What follows belongs to an exercise in optimizing a design on an open flow for small area, a short achievable clock period and few clock cycles per item; a production flow would make more cautious choices. RTL that was checked went through simulation tests only; none was proved equivalent to the original.

Setup of v8:
## block_solver
module block_solver (
	input clk,
	input rst_n,
	input [255:0] midstate,
	input [95:0] header_leftovers,
	input [255:0] target,
	input [31:0] nonce_start,
	output [2:0] state_out,
	output [31:0] current_nonce
);
==> module sha_round, before the edit <==
module sha_round(start_state, p, result);
input [255:0] start_state;
input [31:0] p;
output [255:0] result;
function [63:0] csa;
    input [31:0] x;
    input [31:0] y;
    input [31:0] z;
    reg [31:0] cy;
    begin
        cy = (x & y) | (z & (x | y));
        csa = {cy[30:0], 1'b0, x ^ y ^ z};
    end
endfunction
wire [31:0] a = start_state[255:224];
wire [31:0] b = start_state[223:192];
wire [31:0] c = start_state[191:160];
wire [31:0] d = start_state[159:128];
wire [31:0] e = start_state[127:96];
wire [31:0] f = start_state[95:64];
wire [31:0] g = start_state[63:32];
wire [31:0] ch = (e & f) ^ (~e & g);
wire [31:0] ma = (a & b) | (c & (a | b));
wire [31:0] sum0 = {a[1:0], a[31:2]} ^ {a[12:0], a[31:13]} ^ {a[21:0], a[31:22]};
wire [31:0] sum1 = {e[5:0], e[31:6]} ^ {e[10:0], e[31:11]} ^ {e[24:0], e[31:25]};
wire [63:0] e1 = csa(p, d, ch);
wire [63:0] e2 = csa(e1[31:0], e1[63:32], sum1);
wire [31:0] e_out = e2[31:0] + e2[63:32];
wire [63:0] a1 = csa(p, ch, ma);
wire [63:0] a2 = csa(sum0, sum1, a1[31:0]);
wire [63:0] a3 = csa(a2[31:0], a2[63:32], a1[63:32]);
wire [31:0] a_out = a3[31:0] + a3[63:32];
assign result = {a_out, a, b, c, e_out, e, f, g};
endmodule
==> flow/config.mk <==
export PLATFORM = sky130hd
export DESIGN_NAME = block_solver
export DESIGN_NICKNAME = block_solver
export VERILOG_FILES = /design/flow/design.v
export SDC_FILE = /design/flow/constraint.sdc
export NUM_CORES = 8
export LEC_CHECK = 0
export ABC_AREA = 1
export CAP_MARGIN = 20
export CORE_MARGIN = 2
export CORE_UTILIZATION = 55
export SLEW_MARGIN = 20
==> flow/constraint.sdc <==
create_clock -name core_clock -period 16.0 [get_ports {clk}]
set_input_delay 3.2000 -clock core_clock [delete_from_list [all_inputs] [get_ports {clk}]]
set_output_delay 3.2000 -clock core_clock [all_outputs]
set_load 0.01 [all_outputs]
standard.sh (not shown) runs the stock make flow with config.mk's settings and CLKGATE_MAP_FILE= SYNTH_SCRIPT=/design/flow/synth_recipe.tcl, a recipe that flattens the netlist after the stock synthesis.
==> flow/flow/run.sh <==
#!/bin/bash
set -euo pipefail
export SETUP_SLACK_MARGIN=11.3
export BUFFER_PORTS_ARGS="-buffer_cell sky130_fd_sc_hd__buf_1"
bash standard.sh > standard.log 2>&1
v8 ended with every stage complete and zero timing, DRC or antenna violations.
Here is what was changed in the inputs of v19 compared with v8.
==> flow/design.v, changed modules only <==
module sha_round(start_state, p, result);
input [255:0] start_state;
input [31:0] p;
output [255:0] result;
function [63:0] csa;
    input [31:0] x;
    input [31:0] y;
    input [31:0] z;
    reg [31:0] cy;
    begin
        cy = (x & y) | (z & (x | y));
        csa = {cy[30:0], 1'b0, x ^ y ^ z};
    end
endfunction
function [63:0] c42;
    input [31:0] x;
    input [31:0] y;
    input [31:0] z;
    input [31:0] w;
    reg [31:0] t, co, ci, cy;
    begin
        co = (x & y) | (z & (x | y));
        ci = {co[30:0], 1'b0};
        t = x ^ y ^ z;
        cy = ((t ^ w) & ci) | (~(t ^ w) & w);
        c42 = {cy[30:0], 1'b0, t ^ w ^ ci};
    end
endfunction
wire [31:0] a = start_state[255:224];
wire [31:0] b = start_state[223:192];
wire [31:0] c = start_state[191:160];
wire [31:0] d = start_state[159:128];
wire [31:0] e = start_state[127:96];
wire [31:0] f = start_state[95:64];
wire [31:0] g = start_state[63:32];
wire [31:0] ch = (e & f) ^ (~e & g);
wire [31:0] ma = (a & b) | (c & (a | b));
wire [31:0] sum0 = {a[1:0], a[31:2]} ^ {a[12:0], a[31:13]} ^ {a[21:0], a[31:22]};
wire [31:0] sum1 = {e[5:0], e[31:6]} ^ {e[10:0], e[31:11]} ^ {e[24:0], e[31:25]};
wire [63:0] e2 = c42(p, d, ch, sum1);
wire [31:0] e_out = e2[31:0] + e2[63:32];
wire [63:0] a2 = c42(ch, ma, sum0, sum1);
wire [63:0] a3 = csa(p, a2[31:0], a2[63:32]);
wire [31:0] a_out = a3[31:0] + a3[63:32];
assign result = {a_out, a, b, c, e_out, e, f, g};
endmodule
## What came out
Routed length on met1, v19 and v8: lower on v19
Total length of routed met2 wires in v19 is 1.3 mm lower than in v8
A capturing instance or port of the critical path of outer_core.s[254] is what v8 shows, while inner_core.s[255] belongs to v19.
v19: final area higher than v8
Summary: with v8 as the reference, initial antenna violation count in v19 moved down by more than 10%.
[compare] base=v8 new=v19: synthesized cell count +about 4%.
Function was not checked in any run of this note: the RTL went through the layout flow alone.

---

the reference run:
Another version of the RTL of block_solver (not shown whole).
Size: ~680 I/O pins, about 98000 µm² of cells after synthesis.
clock: 16.0 ns
lec_check: 0
abc_area: 1
cap_margin: 20
core_margin: 2
core_utilization: 55
place_density: 0.85
slew_margin: 20
synth_hierarchical: 1
synth_minimum_keep_size: 400
==> flow/flow/run.sh <==
#!/bin/bash
set -euo pipefail
export SETUP_SLACK_MARGIN=11.75
export BUFFER_PORTS_ARGS="-buffer_cell sky130_fd_sc_hd__buf_1"
bash standard.sh > standard.log 2>&1
Looking at the reports, the reference run completed the entire flow and the layout it produced met the timing, design-rule and antenna checks.
Changes in the trial run relative to the reference run:
--- a/flow/design.v
+++ b/flow/design.v
@@ -335,35 +335,34 @@
 		q63 <= 1'b0;
 		p0 <= 1'b0;
 		p1 <= 1'b0;
 		fill <= 2'd0;
 		done <= 1'b0;
 		nosol <= 1'b0;
 		cur <= nonce_start;
-		done_o <= 1'b0;
-		nosol_o <= 1'b0;
-		cur_o <= nonce_start;
 	end else begin
 		if (!ld) t <= t + 6'd1;
 		q61 <= !ld && (t == 6'd60);
 		q62 <= q61;
 		q63 <= q62;
 		ld <= q63;
 		p0 <= ld;
 		p1 <= p0;
 		cur <= cur + (step ? inc : 32'd0);
-		cur_o <= cur_o + (step ? inc : 32'd0);
 		if (p1 && !done) begin
 			if (fill != 2'd2) begin
 				fill <= fill + 2'd1;
 			end else if (stop) begin
 				done <= 1'b1;
 				nosol <= !stop_found;
-				done_o <= 1'b1;
-				nosol_o <= !stop_found;
 			end
 		end
 	end
 end
+always @(posedge clk) begin
+	cur_o <= cur;
+	done_o <= rst_n && done;
+	nosol_o <= nosol;
+end
 assign state_out = {1'b0, done_o, nosol_o};
 assign current_nonce = cur_o;
 endmodule
==> summary.txt <==
The trial run reports its cell type of the slowest stage on the worst timing path as dfxtp_1 while the reference run reports dfxtp_4. Compared to the reference run, the trial run has synthesized cell area 0.79% lower. The trial run ends up with a total placed cells including tap cells that is about 0.9% lower than in the reference run. Looking at fraction of the cycle the final worst path needs across the reference run and the trial run, the one that comes out higher is the reference run. Pin count of the biggest net entering global routing was higher in the run labelled the reference run.
Function was not checked in any run of this note: the RTL went through the layout flow alone.

---

Another version of the RTL of block_solver (not shown whole).
Size: roughly 13000 cells after synthesis, about 1800 flip-flops, roughly 680 I/O pins, ~0.097 sq mm of cells after synthesis.
export LEC_CHECK = 0
export ABC_AREA = 1
export CAP_MARGIN = 20
export CORE_MARGIN = 2
export CORE_UTILIZATION = 55
export PLACE_DENSITY = 0.85
export SLEW_MARGIN = 20
export SYNTH_HIERARCHICAL = 1
export SYNTH_MINIMUM_KEEP_SIZE = 400
create_clock -name core_clock -period 16.0 [get_ports {clk}]
==> flow/flow/run.sh <==
#!/bin/bash
set -euo pipefail
export SETUP_SLACK_MARGIN=11.7
export BUFFER_PORTS_ARGS="-buffer_cell sky130_fd_sc_hd__buf_1"
bash standard.sh > standard.log 2>&1
Then changed:
--- a/flow/design.v
+++ b/flow/design.v
@@ -141,21 +141,21 @@
 module block_solver (
 	input clk,
 	input rst_n,
 	input [255:0] midstate,
 	input [95:0] header_leftovers,
 	input [255:0] target,
 	input [31:0] nonce_start,
 	output [2:0] state_out,
 	output [31:0] current_nonce
 );
-localparam integer NP = 1;    
+localparam integer NP = 2;    
 reg [5:0] t;         
 reg ld;              
 reg q61, q62, q63;   
 reg p0, p1;          
 reg [1:0] fill;      
 reg done;
 reg nosol;
 reg [31:0] cur;      
 reg [31:0] mwa, mwe;  
 reg [31:0] k_in;     
Effect:
- The changed run aborted during global routing with GRT-0116
- area after synthesis rose by well over a third
- synthesized cell count came out higher by well over a third
Testbench counts after the change, summed over its fixed seeds: cycles 438,127, nonces 13,087.
Function not checked in the first run of this note: the RTL went through the layout flow alone.

---

## lane 1
block_solver with an RTL version that a note above also has.
Size in the first run: roughly 11000 cells after synthesis, ~680 I/O pins.
export LEC_CHECK = 0
export ABC_AREA = 1
export CAP_MARGIN = 20
export CORE_MARGIN = 2
export CORE_UTILIZATION = 40
export SLEW_MARGIN = 20
create_clock -name core_clock -period 16.0 [get_ports {clk}]
==> flow/flow/run.sh <==
#!/bin/bash
set -euo pipefail
export SETUP_SLACK_MARGIN=11.3
export BUFFER_PORTS_ARGS="-buffer_cell sky130_fd_sc_hd__buf_1"
bash standard.sh > standard.log 2>&1
Modified inputs, lane 2 compared to lane 1
--- a/flow/design.v
+++ b/flow/design.v
@@ -126,19 +126,18 @@
 assign message = q + qcs;
 endmodule
 `timescale 1ns / 1ps
 module sha_core #(parameter LOADLO = 0) (
     input clk,
     input ld,
     input [31:0] kn,
     input [255:0] init,
     input [31:0] init_h,
-    input l63,
     input head_comp,
     input [31:0] head_alt,
     input [31:0] wa,
     input [31:0] we,
     input q61,
     input q62,
     input q63,
     input q64,
     output [255:0] st
@@ -156,25 +155,24 @@
     message_schedule messages (
         .w0 (w[31:0]),
         .w1 (w[63:32]),
         .w9 (w[9*32 +: 32]),
         .w14 (w[14*32 +: 32]),
         .message (wnew)
     );
     wire [31:0] head = head_comp ? wnew : head_alt;
     wire [511:0] shifted = {head, w[511:32]};
-    wire [31:0] hn = s[63:32];
+    wire [31:0] hn = ld ? init_h : s[63:32];
     wire [31:0] wn = w[63:32];
     wire [31:0] pc = (hn & kn) | (wn & (hn | kn));
     wire [31:0] p_next = (hn ^ kn ^ wn) + {pc[30:0], 1'b0};
     always @(posedge clk) begin
-        s[255:64] <= ld ? init[255:64] : s_next[255:64];
-        s[63:32] <= ld ? init[63:32] : (l63 ? init_h : s_next[63:32]);
+        s <= ld ? init : s_next;
         p <= p_next;
         if (LOADLO) begin
             w[511:384] <= shifted[511:384];
             w[383:352] <= q61 ? we : shifted[383:352];                  
             w[351:320] <= shifted[351:320];
             w[319:288] <= q62 ? we : shifted[319:288];                  
             w[287:256] <= shifted[287:256];
             w[255:224] <= q61 ? wa : (q63 ? we : shifted[255:224]);     
             w[223:192] <= shifted[223:192];
@@ -207,62 +205,65 @@
 reg [5:0] t;         
 reg ld;              
 reg q61, q62, q63;   
 reg p0, p1;          
 reg [1:0] fill;      
 reg done;
 reg nosol;
 reg [31:0] cur;      
 reg [31:0] mwa, mwe;  
+reg [31:0] mid_h;    
 reg hlt, hgt, llt, lgt;    
 reg [31:0] k_in;     
 reg [31:0] k_out;    
 reg [31:0] twa, twe;  
 wire [31:0] k_rom;
 k_table constants (.round(ld ? 6'd1 : (t == 6'd63 ? 6'd0 : t + 6'd2)), .constant(k_rom));
 wire [255:0] s_in;
 wire [255:0] s_out;
-wire [31:0] feed = cur + {30'b0, fill == 2'd2, fill == 2'd1};
+wire [31:0] cur1 = cur + 32'd1;
+wire [31:0] feed = fill[1] ? {cur[31:1] + 31'd1, cur[0]} : (fill[0] ? cur1 : cur);
 reg [31:0] in_alt;
 always @(*) begin
 	in_alt = 32'h0;
 	if (ld) in_alt = 32'h00000280;
 	else case (t)
 		6'd49: in_alt = header_leftovers[95:64];
 		6'd50: in_alt = header_leftovers[63:32];
 		6'd51: in_alt = header_leftovers[31:0];
 		6'd52: in_alt = feed;    
 		6'd53: in_alt = 32'h80000000;
 		default: in_alt = 32'h0;
 	endcase
 end
 wire in_comp = !ld && (t < 6'd48);
 wire [31:0] out_alt = p0 ? 32'h00000100 : (!ld && t == 6'd58 ? 32'h80000000 : 32'h0);
 wire out_comp = !ld && !p0 && (t <= 6'd48);
 always @(posedge clk) begin
+	mid_h <= midstate[31:0];
 	if (!ld && t == 6'd60) begin
 		mwa <= midstate[159:128]; mwe <= midstate[31:0];
 	end else if (q61) begin
 		mwa <= midstate[191:160]; mwe <= midstate[63:32];
 	end else if (q62) begin
 		mwa <= midstate[223:192]; mwe <= midstate[95:64];
 	end else begin
 		mwa <= midstate[255:224]; mwe <= midstate[127:96];
 	end
 end
 wire [31:0] h1a = s_in[255:224] + mwa;
 wire [31:0] h1e = s_in[127:96] + mwe;
 sha_core #(.LOADLO(0)) inner_core (
-	.clk(clk), .ld(ld), .kn(k_in), .init(midstate), .init_h(midstate[31:0]), .l63(q63),
+	.clk(clk), .ld(ld), .kn(k_in), .init(midstate), .init_h(mid_h),
 	.head_comp(in_comp), .head_alt(in_alt),
 	.wa(32'b0), .we(32'b0), .q61(q61), .q62(q62), .q63(q63), .q64(ld), .st(s_in));
 sha_core #(.LOADLO(1)) outer_core (
-	.clk(clk), .ld(p0), .kn(k_out), .init(IV), .init_h(IV[31:0]), .l63(ld),
+	.clk(clk), .ld(p0), .kn(k_out), .init(IV), .init_h(IV[31:0]),
 	.head_comp(out_comp), .head_alt(out_alt),
 	.wa(h1a), .we(h1e), .q61(q61), .q62(q62), .q63(q63), .q64(ld), .st(s_out));
 reg [1:0] lp;         
 always @(posedge clk) lp <= q61 ? 2'd0 : lp + 2'd1;
 reg [31:0] ia_w, ie_w;
 always @(*) begin
 	case (lp)
 	2'd0: begin ia_w = IV[159:128]; ie_w = IV[31:0];   end
 	2'd1: begin ia_w = IV[191:160]; ie_w = IV[63:32];  end
Diff lane 1 -> lane 2: synthesized instance count now larger; global routing usage on met3 now smaller. Diff lane 1 -> lane 2: simple-gate share of the synthesized area went up 0.28 points, via count moved down, register-to-register slack up 0.08 ns, final critical path time including I/O delays and setup fell by 0.081 ns, final-layout worst hold slack increased 0.0059 ns. Against lane 1, lane 2 comes in 0.03 ns higher on longest individual stage delay on the worst path. On parity-gate share of the synthesized area counting xor and xnor cells, lane 2 and lane 1 are neck and neck.
Testbench counts of lane 2, summed over its fixed seeds: cycles 861,407, nonces 13,087.
No functional check of the RTL was part of lane 1.

==> what the ideal ports hide <==
The flow's constraints put no driver on any port. The routed layouts listed below were extracted and timed again, unchanged, in two steps.
Step 1 (the two cells are an assumption about what drives the block):
set clk [get_ports {clk}]
set_driving_cell -lib_cell sky130_fd_sc_hd__clkbuf_16 $clk
set_driving_cell -lib_cell sky130_fd_sc_hd__buf_2 [delete_from_list [all_inputs] $clk]
Step 2 adds t to the input delays and takes it off the output delays; t is the mean of the earliest and latest rising clock arrival at the registers after step 1. Input paths then give back, and output paths get back, about the clock's delay inside the block.
a / b / c = no drivers / after step 1 / after step 2; a / b = the first two.
| run | t (ns) | setup WS [ns] | hold WS [ns] |
|---|---|---|---|
| v8 | 0.943 | 11.324 / 11.239 / 11.246 | 0.290 / 0.290 / 0.290 |
| v19 | 0.950 | 11.299 / 11.228 / 11.075 | 0.270 / 0.270 / 0.270 |
| the reference run | 0.948 | 11.411 / 11.328 / 10.983 | 0.295 / 0.295 / 0.295 |
| the trial run | 0.943 | 11.497 / 11.400 / 11.422 | 0.296 / 0.296 / 0.296 |
| the first run of note 3 | 0.936 | 11.422 / 11.332 / 11.553 | 0.301 / 0.301 / 0.301 |
| lane 1 | 0.907 | 11.253 / 11.253 / 10.755 | 0.277 / 0.277 / 0.277 |
| lane 2 | 0.964 | 11.334 / 11.238 / 10.940 | 0.283 / 0.283 / 0.283 |
After both steps setup and hold are still met in every run listed. For lane 1, which loses most, drivers alone change the setup slack by 0.000 ns; drivers and shift together by -0.498 ns.
